What follows belongs to an exercise in optimizing a design on an open flow for small area, a short achievable clock period and few clock cycles; a production flow would make more cautious choices. Only simulation tests tie the RTL to the original design; equivalence was not proved. Power is estimated from default activity; no workload was simulated.

==> flow/design.v (excerpt) <==
module mips(
    input reset,
    input clk,
    output [31:0] i_addr,
    input [31:0] i_data,
    output [31:0] d_addr,
    output [31:0] d_wdata,
    output [3:0] d_be,
    output d_we,
    input [31:0] d_rdata,
    output w_en,
    output [4:0] w_addr,
    output [31:0] w_data,
    output [31:0] w_pc
    );
	genvar i;
	reg [31:2] pc;       
	reg [31:0] ir;       
	reg [31:2] pce;      
	reg        ev;       
	reg [31:0] m_res;    
	reg [31:0] m_x;      
	reg [3:0]  m_be;
	reg        m_we;
	reg        m_wen;    
	reg        m_ld;
	reg [4:0]  m_rd;
	reg [2:0]  m_lt;     
	reg [31:0] w_d;
	reg [4:0]  w_a;
	reg        w_e;
	reg [31:2] w_p;
	reg [31:0] rf [1:31];
	reg [31:1] rz;       
	wire [31:0] rf_a, rf_b;
	assign i_addr  = {pc, 2'b00};
	assign d_addr  = m_res;
	assign d_wdata = m_x;
	assign d_be    = m_be;
	assign d_we    = m_we;
	assign w_en    = w_e;
	assign w_addr  = w_a;
	assign w_data  = w_d;
	assign w_pc    = {w_p, 2'b00};
	wire [5:0] op = ir[31:26];
	wire [5:0] fn = ir[5:0];
	wire [4:0] rs = ir[25:21];
	wire [4:0] rt = ir[20:16];
	wire [4:0] rd = ir[15:11];
	wire [4:0] sa = ir[10:6];
	wire [15:0] imm = ir[15:0];
  ...
Settings: LEC_CHECK=0, ABC_AREA=1, CAP_MARGIN=20, CELL_PAD_IN_SITES_DETAIL_PLACEMENT=1, CORE_MARGIN=2, CORE_UTILIZATION=40, SLEW_MARGIN=20; clock period 175.0 ns.
standard.sh (not shown) runs the stock make flow with config.mk's settings and CLKGATE_MAP_FILE= SYNTH_SCRIPT=/design/flow/synth_recipe.tcl, a recipe that flattens the netlist after the stock synthesis.
==> flow/flow/run.sh <==
#!/bin/bash
# Standard ORFS flow (the standard.sh, standard synthesis) with these
# changes to how the layout is made:
#  - ports are buffered with sky130_fd_sc_hd__buf_2 instead of the resizer's
#    default pick (a clkdlybuf4s50 delay cell);
#  - clock tree synthesis uses clkbuf_8/clkbuf_16, sink clusters of up to 20 flip-flops within 60 um, and
#    no dummy loads;
#  - the resizer's repair_timing is asked for 138.6 ns of setup slack
#    (SETUP_SLACK_MARGIN), so it sizes and buffers the port paths, whose
#    fixed 35 ns input/output delays otherwise leave them far from critical
#    at the 175 ns clock.  Constraints (constraint.sdc) are unchanged.
# The make output goes to flow.log in this folder (ORFS also keeps each
# step's own log under orfs/logs/).
set -uo pipefail
export BUFFER_PORTS_ARGS="-buffer_cell sky130_fd_sc_hd__buf_2"
export CTS_ARGS="-sink_clustering_enable -repair_clock_nets -dont_use_dummy_load -sink_clustering_size 20 -sink_clustering_max_diameter 60 -buf_list {sky130_fd_sc_hd__clkbuf_8 sky130_fd_sc_hd__clkbuf_16}"
export SETUP_SLACK_MARGIN=138.6
bash standard.sh > flow.log 2>&1
Testbench counts at the start, summed over its fixed seeds: cycles 19,683.
Change:
--- a/flow/design.v
+++ b/flow/design.v
@@ -188,16 +188,17 @@
 	reg [31:0] m_res;    
 	reg [31:0] m_x;      
 	reg [3:0]  m_be;
 	reg        m_we;
 	reg        m_wen;    
 	reg        m_ld;
 	reg [4:0]  m_rd;
 	reg [2:0]  m_lt;     
+	reg [1:0]  m_al;     
 	reg [31:0] w_d;
 	reg [4:0]  w_a;
 	reg        w_e;
 	reg [31:2] w_p;
 	reg [31:0] rf [1:31];
 	reg [31:1] rz;       
 	wire [31:0] rf_a, rf_b;
 	assign i_addr  = {pc, 2'b00};
@@ -337,19 +338,19 @@
 	wire [29:0] pc_nx = ~go ? pc_inc :
 	                    taken ? tgt :
 	                    (is_j | is_jal) ? {up4, ir[25:0]} :
 	                    (is_jr | is_jalr) ? a[31:2] : pc_inc;
 	wire [31:0] st_d = op[1] ? b : op[0] ? {2{b[15:0]}} : {4{b[7:0]}};
 	wire [3:0] st_be = op[1] ? 4'b1111 :
 	                   op[0] ? (sum[1] ? 4'b1100 : 4'b0011) :
 	                   (4'b0001 << sum[1:0]);
-	wire [1:0] bsel = m_res[1:0];
+	wire [1:0] bsel = m_al;
 	wire [7:0] ld_b = d_rdata[8*bsel +: 8];
-	wire [15:0] ld_h = m_res[1] ? d_rdata[31:16] : d_rdata[15:0];
+	wire [15:0] ld_h = m_al[1] ? d_rdata[31:16] : d_rdata[15:0];
 	wire ld_u = m_lt[2];
 	wire [31:0] ld_v = (m_lt[1:0] == 2'b11) ? d_rdata :
 	                   m_lt[0] ? {{16{~ld_u & ld_h[15]}}, ld_h} :
 	                   {{24{~ld_u & ld_b[7]}}, ld_b};
 	wire [31:0] wd_m = m_ld ? ld_v : m_res;
 	md_unit #(.KM(4), .KD(2), .SKIP(16)) md (
 		.clk(clk), .reset(reset),
 		.start_mul(go & is_mul), .start_div(go & is_div), .sgn(~fn[0]),
@@ -378,16 +379,17 @@
 			pce <= pc;
 		end
 		m_res <= result;
 		m_x <= is_st ? st_d : {pce, 2'b00};
 		m_be <= st_be;
 		m_ld <= is_ld;
 		m_rd <= dest;
 		m_lt <= op[2:0];
+		m_al <= sum[1:0] & {2{is_ld}};
 		w_d <= wd_m;
 		w_a <= m_rd;
 		w_p <= m_x[31:2];
 	end
 	always @(posedge clk) begin
 		if (m_wen) rf[m_rd] <= ~wd_m;
 	end
 	always @(posedge clk) begin
Worst setup slack is worse by 0.026 ns.
Area after synthesis is higher by about 0.4%.
Total power grows by about 4%.
Hold slack barely changes.
Design area climbs by about 1.1%.
Critical path depth goes down by 6.
Final cell count came out higher by 0.56%.
Clock-buffer cell count came out higher by 19.
Via count climbs by about 1.5%.
Routed wire length goes up by 4.6%.
Flip-flop and latch count is higher by 2.
Testbench counts after the change, summed over its fixed seeds: cycles 19,683.

re-timing with driven ports:
Ports are ideal in the flow. The routed layouts listed here were re-timed in OpenROAD. Step 1 sets driving cells, clkbuf_16 on the clock port and buf_2 on the other inputs (assumed; they add their load-dependent delay and slew). Step 2 times the ports against the registers' clock, not the clock port: input delays grow and output delays shrink by t, the midpoint of the rising clock arrivals with the driver on. Three values: ideal, step 1, step 2; two values: the first two.
| run | t, ns | slack for setup (ns) | worst setup path after step 2 | cell pins on the clock port's net |
|---|---|---|---|---|
| the first run | 0.860 | 138.560 / 138.463 / 137.778 | input to register | 1 |
| the second run | 0.873 | 138.534 / 138.443 / 137.769 | input to register | 1 |
After both steps setup and hold are still met in every run listed. For the first run, which loses most, drivers alone change the setup slack by -0.097 ns; drivers and shift together by -0.782 ns.
